This is an optimization exercise on Yosys and OpenROAD, whose aim is a short achievable clock period and few clock cycles per item, not a production implementation.
Only simulation tests tie the RTL to the original design; equivalence was not proved.
No driver is modelled on the clock port, so clock power and skew are understated where the tree is cut down; a real chip needs a root buffer or a tree.
Power and IR drop assume default switching activity.

==> inputs of job 4729 <==
==> flow/design.v <==
`timescale 1ns / 1ps
module process(
    input clk,
    input rst,
    input [23:0] in_pix,
    output reg [5:0] row, col,
    output reg out_we,
    output reg [23:0] out_pix,
    output reg mirror_done,
    output reg gray_done,
    output reg filter_done);
    reg s_m0, s_m1, s_m2, s_gr, s_gw, s_e1, s_e2;
    reg mm;                
    reg [11:0] ptr;        
    wire [11:0] ptr_inc = ptr + 12'd1;
    wire [11:0] ptr_dec = ptr - 12'd1;
    reg        at_end;     
    reg [23:0] in_q;
    reg [7:0]  s_rg, s_rb, s_gb;    
    reg        c_rg, c_rb, c_gb;    
    wire [7:0] r = in_q[23:16];
    wire [7:0] g = in_q[15:8];
    wire [7:0] b = in_q[7:0];
    wire [8:0] rg = {1'b0, r} + {1'b0, g};
    wire [8:0] rb = {1'b0, r} + {1'b0, b};
    wire [8:0] gb = {1'b0, g} + {1'b0, b};
    wire [7:0] gray = (c_rg ^ c_rb) ? s_gb : (c_rg ^ c_gb) ? s_rg : s_rb;
    always @(posedge clk) begin
        in_q <= in_pix;
        s_rg <= rg[8:1];
        s_rb <= rb[8:1];
        s_gb <= gb[8:1];
        c_rg <= r > g;
        c_rb <= r > b;
        c_gb <= g > b;
        out_pix <= mm ? in_pix : {8'd0, gray, 8'd0};
    end
    wire adv = s_m2 | (s_gw & !at_end);
    wire m_last = s_m2 & at_end;             
    wire g_last = s_gw & at_end;             
    always @(posedge clk) begin
        if (rst) begin
            s_m0 <= 1'b1;
            s_m1 <= 1'b0;
            s_m2 <= 1'b0;
            s_gr <= 1'b0;
            s_gw <= 1'b0;
            s_e1 <= 1'b0;
            s_e2 <= 1'b0;
            mm <= 1'b1;
            ptr <= 12'd0;
            {row, col} <= 12'd0;
            out_we <= 1'b0;
            mirror_done <= 1'b0;
            gray_done <= 1'b0;
        end else begin
            s_m0 <= s_m2 & !at_end;
            s_m1 <= s_m0;
            s_m2 <= s_m1;
            s_gr <= m_last | (s_gw & !at_end);
            s_gw <= s_gr;
            s_e1 <= g_last;
            s_e2 <= s_e1;
            if (m_last)
                mm <= 1'b0;
            if (adv)
                ptr <= ptr_inc;
            case (1'b1)
                s_m0:        {row, col} <= {1'b1, ~ptr[10:6], ptr[5:0]};
                s_gr:        {row, col} <= ptr_dec;
                s_m2, s_gw:  {row, col} <= ptr_inc;
                default:     {row, col} <= ptr;
            endcase
            out_we <= s_m0 | s_m1 | s_gr | s_e1;
            if (m_last)
                mirror_done <= 1'b1;
            if (s_e2)
                gray_done <= 1'b1;
        end
    end
    always @(posedge clk)
        at_end <= ptr == (mm ? 12'h7FF : 12'h7FE);
    always @(posedge clk) begin
        if (rst)
            filter_done <= 1'b0;
        else if (s_e2 && !mm)
            filter_done <= 1'b1;
    end
endmodule
==> flow/flow/run.sh <==
#!/bin/bash
# Standard layout, except the clock tree: instead of TritonCTS's H-tree
# (root buffer + leaf buffers, two buffer levels), the clock port drives
# NBUF clkbuf_16 buffers in parallel, each feeding one cluster of flip-flops
# (flow/manual_cts.tcl).  Every flip-flop sees one buffer level.
set -uo pipefail
work=$PWD
# copy of the ORFS scripts with clock_tree_synthesis replaced
rm -rf $work/scripts_cts
cp -r $FLOW_HOME/scripts $work/scripts_cts
python3 - <<PY
p = "$work/scripts_cts/cts.tcl"
s = open(p).read()
old = "log_cmd clock_tree_synthesis {*}\$cts_args"
assert old in s
s = s.replace(old, "source $work/flow/manual_cts.tcl")
open(p, "w").write(s)
PY
export MANUAL_CTS_NBUF=${MANUAL_CTS_NBUF:-4}
export MANUAL_CTS_CELL=${MANUAL_CTS_CELL:-clkbuf_16}
# port buffers: empty for the standard choice
PORT_BUF=${PORT_BUF:-}
if [[ -n "$PORT_BUF" ]]; then export BUFFER_PORTS_ARGS="-buffer_cell sky130_fd_sc_hd__$PORT_BUF"; fi
bash standard.sh SCRIPTS_DIR=$work/scripts_cts finish > standard.log 2>&1
rc=$?
# keep each tool's logs in this folder
cp -r orfs/logs flow_logs 2>/dev/null
exit $rc
==> flow/flow/manual_cts.tcl <==
# Clock tree: the clock port drives NBUF buffers (MANUAL_CTS_CELL); each drives the
# clock pins of one cluster of flip-flops (k-means on placed locations).
set nbuf $::env(MANUAL_CTS_NBUF)
set block [ord::get_db_block]
set clknet [$block findNet clk]
set master [[ord::get_db] findMaster sky130_fd_sc_hd__$::env(MANUAL_CTS_CELL)]

set sinks {}
foreach it [$clknet getITerms] {
  set inst [$it getInst]
  set loc [$inst getLocation]
  lappend sinks [list $it [lindex $loc 0] [lindex $loc 1]]
}
set n [llength $sinks]
puts "manual_cts: $n clock sinks, $nbuf buffers"

# initial centres: sinks sorted by x, split evenly
set sorted [lsort -integer -index 1 $sinks]
set cx {}; set cy {}
for {set k 0} {$k < $nbuf} {incr k} {
  set e [lindex $sorted [expr {int(($k + 0.5) * $n / $nbuf)}]]
  lappend cx [lindex $e 1]; lappend cy [lindex $e 2]
}
# k-means, with a soft cap on cluster size
set cap [expr {int(ceil(1.0 * $n / $nbuf)) + 1}]
for {set iter 0} {$iter < 30} {incr iter} {
  set assign {}
  set cnt [lrepeat $nbuf 0]
  # assign farthest-first ordering is overkill; greedy by distance with cap
  set pairs {}
  set i 0
  foreach s $sinks {
    for {set k 0} {$k < $nbuf} {incr k} {
      set d [expr {abs([lindex $s 1] - [lindex $cx $k]) + abs([lindex $s 2] - [lindex $cy $k])}]
      lappend pairs [list $d $i $k]
    }
    incr i
  }
  set pairs [lsort -integer -index 0 $pairs]
  set assign [lrepeat $n -1]
  foreach p $pairs {
    lassign $p d i k
    if {[lindex $assign $i] >= 0} continue
    if {[lindex $cnt $k] >= $cap} continue
    lset assign $i $k
    lset cnt $k [expr {[lindex $cnt $k] + 1}]
  }
  set sx [lrepeat $nbuf 0]; set sy [lrepeat $nbuf 0]
  set i 0
  foreach s $sinks {
    set k [lindex $assign $i]
    lset sx $k [expr {[lindex $sx $k] + [lindex $s 1]}]
    lset sy $k [expr {[lindex $sy $k] + [lindex $s 2]}]
    incr i
  }
  for {set k 0} {$k < $nbuf} {incr k} {
    if {[lindex $cnt $k] > 0} {
      lset cx $k [expr {[lindex $sx $k] / [lindex $cnt $k]}]
      lset cy $k [expr {[lindex $sy $k] / [lindex $cnt $k]}]
    }
  }
}
puts "manual_cts: cluster sizes $cnt"

for {set k 0} {$k < $nbuf} {incr k} {
  set bi [odb::dbInst_create $block $master clkbuf_root_$k]
  $bi setLocation [lindex $cx $k] [lindex $cy $k]
  $bi setPlacementStatus PLACED
  set net [odb::dbNet_create $block clknet_root_$k]
  $net setSigType CLOCK
  [$bi findITerm A] connect $clknet
  [$bi findITerm X] connect $net
}
set i 0
foreach s $sinks {
  set it [lindex $s 0]
  set k [lindex $assign $i]
  $it disconnect
  $it connect [$block findNet clknet_root_$k]
  incr i
}
set_propagated_clock [all_clocks]
==> flow/standard.sh <==
#!/bin/bash
# synth_recipe.tcl (not shown) runs the flow's synth.tcl, then flattens the netlist and writes it again
# the make line also repeats each setting of config.mk as NAME=value (left out here)
make -C /OpenROAD-flow-scripts/flow DESIGN_CONFIG=/design/flow/config.mk WORK_HOME=/design/flow/orfs CLKGATE_MAP_FILE= SYNTH_SCRIPT=/design/flow/synth_recipe.tcl "${@:-finish}"
==> flow/config.mk <==
export PLATFORM = sky130hd
export DESIGN_NAME = process
export DESIGN_NICKNAME = process
export VERILOG_FILES = /design/flow/design.v
export SDC_FILE = /design/flow/constraint.sdc
export NUM_CORES = 4
export LEC_CHECK = 0
export ABC_CLOCK_PERIOD_IN_PS = 1000
export CAP_MARGIN = 20
export CORE_MARGIN = 2
export CORE_UTILIZATION = 55
export GPL_TIMING_DRIVEN = 1
export PLACE_DENSITY = 0.7
export SETUP_SLACK_MARGIN = 4.7
export SLEW_MARGIN = 20
==> flow/constraint.sdc <==
create_clock -name core_clock -period 6.5 [get_ports {clk}]
set_input_delay 1.3000 -clock core_clock [delete_from_list [all_inputs] [get_ports {clk}]]
set_output_delay 1.3000 -clock core_clock [all_outputs]
set_load 0.01 [all_outputs]
==> job 6765: changes against job 4729 <==
==> flow/design.v, changed modules only <==
module process(
    input clk,
    input rst,
    input [23:0] in_pix,
    output reg [5:0] row, col,
    output reg out_we,
    output reg [23:0] out_pix,
    output reg mirror_done,
    output reg gray_done,
    output reg filter_done);
    reg        mm;         
    reg        gm;         
    reg [1:0]  ph;         
    reg        rds;        
    reg        e1, e2;     
    reg [11:0] ptr;        
    reg [23:0] in_q;
    reg [7:0]  s_rg, s_rb, s_gb;    
    reg        c_rg, c_rb, c_gb;    
    wire [7:0] r = in_q[23:16];
    wire [7:0] g = in_q[15:8];
    wire [7:0] b = in_q[7:0];
    wire [8:0] rg = {1'b0, r} + {1'b0, g};
    wire [8:0] rb = {1'b0, r} + {1'b0, b};
    wire [8:0] gb = {1'b0, g} + {1'b0, b};
    wire [7:0] gray = (c_rg ^ c_rb) ? s_gb : (c_rg ^ c_gb) ? s_rg : s_rb;
    always @(posedge clk) begin
        in_q <= in_pix;
        s_rg <= rg[8:1];
        s_rb <= rb[8:1];
        s_gb <= gb[8:1];
        c_rg <= r > g;
        c_rb <= r > b;
        c_gb <= g > b;
        out_pix <= mm ? in_pix : {8'd0, gray, 8'd0};
    end
    wire [11:0] inc = ptr + 12'd1;
    always @(posedge clk) begin
        if (rst) begin
            mm <= 1'b1;
            gm <= 1'b0;
            ph <= 2'd0;
            rds <= 1'b0;
            e1 <= 1'b0;
            e2 <= 1'b0;
            ptr <= 12'd0;
            {row, col} <= 12'd0;
            out_we <= 1'b0;
            mirror_done <= 1'b0;
            gray_done <= 1'b0;
            filter_done <= 1'b0;
        end else if (mm) begin
            case (ph)
                2'd0: begin
                    {row, col} <= {1'b1, ~ptr[10:6], ptr[5:0]};
                    out_we <= 1'b1;
                    ph <= 2'd1;
                end
                2'd1: begin
                    {row, col} <= {1'b0, ptr[10:0]};
                    out_we <= 1'b1;
                    ph <= 2'd2;
                end
                default: begin
                    {row, col} <= inc;
                    ptr <= inc;
                    out_we <= 1'b0;
                    ph <= 2'd0;
                    if (ptr[10:0] == 11'h7FF) begin
                        mm <= 1'b0;
                        gm <= 1'b1;
                        rds <= 1'b1;
                        mirror_done <= 1'b1;
                    end
                end
            endcase
        end else if (gm) begin
            if (e2) begin
                out_we <= 1'b0;
                gm <= 1'b0;
                gray_done <= 1'b1;
                filter_done <= 1'b1;
            end else if (e1) begin
                {row, col} <= ptr;
                out_we <= 1'b1;
                e2 <= 1'b1;
            end else if (rds) begin
                {row, col} <= ptr - 12'd1;
                out_we <= 1'b1;
                rds <= 1'b0;
            end else begin
                out_we <= 1'b0;
                if (ptr == 12'h7FE) begin
                    e1 <= 1'b1;
                end else begin
                    {row, col} <= inc;
                    ptr <= inc;
                    rds <= 1'b1;
                end
            end
        end else begin
            out_we <= 1'b0;
        end
    end
endmodule
--- a/flow/flow/run.sh
+++ b/flow/flow/run.sh
@@ -18,8 +18,4 @@
 PY
 export MANUAL_CTS_NBUF=${MANUAL_CTS_NBUF:-4}
-export MANUAL_CTS_CELL=${MANUAL_CTS_CELL:-clkbuf_16}
-# port buffers: empty for the standard choice
-PORT_BUF=${PORT_BUF:-}
-if [[ -n "$PORT_BUF" ]]; then export BUFFER_PORTS_ARGS="-buffer_cell sky130_fd_sc_hd__$PORT_BUF"; fi
 bash standard.sh SCRIPTS_DIR=$work/scripts_cts finish > standard.log 2>&1
 rc=$?
--- a/flow/flow/manual_cts.tcl
+++ b/flow/flow/manual_cts.tcl
@@ -1,8 +1,8 @@
-# Clock tree: the clock port drives NBUF buffers (MANUAL_CTS_CELL); each drives the
+# Clock tree: the clock port drives NBUF clkbuf_16 buffers; each drives the
 # clock pins of one cluster of flip-flops (k-means on placed locations).
 set nbuf $::env(MANUAL_CTS_NBUF)
 set block [ord::get_db_block]
 set clknet [$block findNet clk]
-set master [[ord::get_db] findMaster sky130_fd_sc_hd__$::env(MANUAL_CTS_CELL)]
+set master [[ord::get_db] findMaster sky130_fd_sc_hd__clkbuf_16]
 
 set sinks {}
@@ -23,5 +23,5 @@
 }
 # k-means, with a soft cap on cluster size
-set cap [expr {int(ceil(1.0 * $n / $nbuf)) + 1}]
+set cap [expr {int(ceil(1.2 * $n / $nbuf))}]
 for {set iter 0} {$iter < 30} {incr iter} {
   set assign {}
--- a/flow/config.mk
+++ b/flow/config.mk
@@ -6,5 +6,5 @@
 export NUM_CORES = 4
 export LEC_CHECK = 0
-export ABC_CLOCK_PERIOD_IN_PS = 1000
+export ABC_CLOCK_PERIOD_IN_PS = 1500
 export CAP_MARGIN = 20
 export CORE_MARGIN = 2
@@ -12,4 +12,4 @@
 export GPL_TIMING_DRIVEN = 1
 export PLACE_DENSITY = 0.7
-export SETUP_SLACK_MARGIN = 4.7
+export SETUP_SLACK_MARGIN = 4.6
 export SLEW_MARGIN = 20
==> job 876: changes against job 4729 <==
--- a/flow/design.v
+++ b/flow/design.v
@@ -73,8 +73,6 @@
             endcase
             out_we <= s_m0 | s_m1 | s_gr | s_e1;
-            if (m_last)
-                mirror_done <= 1'b1;
-            if (s_e2)
-                gray_done <= 1'b1;
+            mirror_done <= !mm || m_last;
+            gray_done <= !(s_m0 | s_m1 | s_m2 | s_gr | s_gw | s_e1);
         end
     end
@@ -84,5 +82,5 @@
         if (rst)
             filter_done <= 1'b0;
-        else if (s_e2 && !mm)
+        else if (s_e2)
             filter_done <= 1'b1;
     end
--- a/flow/flow/run.sh
+++ b/flow/flow/run.sh
@@ -18,5 +18,5 @@
 PY
 export MANUAL_CTS_NBUF=${MANUAL_CTS_NBUF:-4}
-export MANUAL_CTS_CELL=${MANUAL_CTS_CELL:-clkbuf_16}
+export MANUAL_CTS_CELL=${MANUAL_CTS_CELL:-buf_16}
 # port buffers: empty for the standard choice
 PORT_BUF=${PORT_BUF:-}
==> summary.txt <==
| quantity | job 6765 | job 876 | job 4729 |
|---|---|---|---|
| Result of the run | complete, no violations | complete, no violations | complete, no violations |
| Wire length of the first global-routing pass | 19,200 µm | 17,700 µm | 17,500 µm |
| Post-route cell area | 0.00660 mm² | 0.00592 mm² | 0.00604 mm² |
| Post-layout power | 0.00130 W | 0.00131 W | 0.00128 W |
| Cell-internal power | 0.000966 W | 0.000987 W | 0.000958 W |
| R2r startpoint | ptr[1] | in_q[10] | in_q[3] |
| All-Layer GR Usage | 22.3% | 21.5% | 21.1% |
| Vias in the first global route | 4,072 | 3,791 | 3,639 |
| Fmax | 518 MHz | 529 MHz | 522 MHz |
| Met1 usage in global routing | 28.4% | 27.2% | 27.7% |
| Global routing met3 resource utilization | 1.55% | 0.843% | 1.32% |
| Ratio of cells with drive above 1 in the final layout | 23.5% | 19.6% | 22.1% |
| Mux contribution to synthesized area | 0% | 0.226% | 0.223% |
| Power density over the cells | 197 mW/mm² | 222 mW/mm² | 212 mW/mm² |
| Post-Synthesis Cell Area | 0.00543 mm² | 0.00497 mm² | 0.00506 mm² |
| Clk power | 0.000273 W | 0.000309 W | 0.000280 W |
| Number of standard cells in the layout, taps in and fillers out | 787 | 689 | 696 |
Testbench counts of job 4729, summed over its fixed seeds: cycles 344,064, images 24.
Testbench counts of job 6765, summed over its fixed seeds: cycles 344,064, images 24.
Testbench counts of job 876, summed over its fixed seeds: cycles 344,064, images 24.
In every run of this note, the design's own scripts or RTL, not TritonCTS, make the clock network.

## afterwards: timing with drivers on the ports
The flow's constraints put no driver on any port. The routed layouts listed below were extracted and timed again, unchanged, in two steps. Step 1 (the two cells are an assumption about what drives the block):
set clk [get_ports {clk}]
set_driving_cell -lib_cell sky130_fd_sc_hd__clkbuf_16 $clk
set_driving_cell -lib_cell sky130_fd_sc_hd__buf_2 [delete_from_list [all_inputs] $clk]
Step 2 moves the port delays by t, midway between the first and last clock arrival at a register: inputs arrive t later, outputs are due t later. That takes back most of the time a late clock gives input paths. Three values: ideal, step 1, step 2; two values: the first two.
| run | shift t [ns] | slack for setup (ns) | hold slack, ns | worst setup path after step 2 | clock arrival spread, ns |
|---|---|---|---|---|---|
| job 4729 | 0.244 | 4.583 / 4.499 / 4.646 | 0.470 / 0.470 / 0.470 | input to register | 0.014 / 0.014 |
| job 6765 | 0.244 | 4.571 / 4.487 / 4.418 | 0.459 / 0.459 / 0.459 | input to register | 0.026 / 0.025 |
| job 876 | 0.244 | 4.610 / 4.502 / 4.633 | 0.464 / 0.464 / 0.464 | input to register | 0.013 / 0.013 |
After both steps setup and hold are still met in every run listed. For job 6765, which loses most, drivers alone change the setup slack by -0.084 ns; drivers and shift together by -0.153 ns.
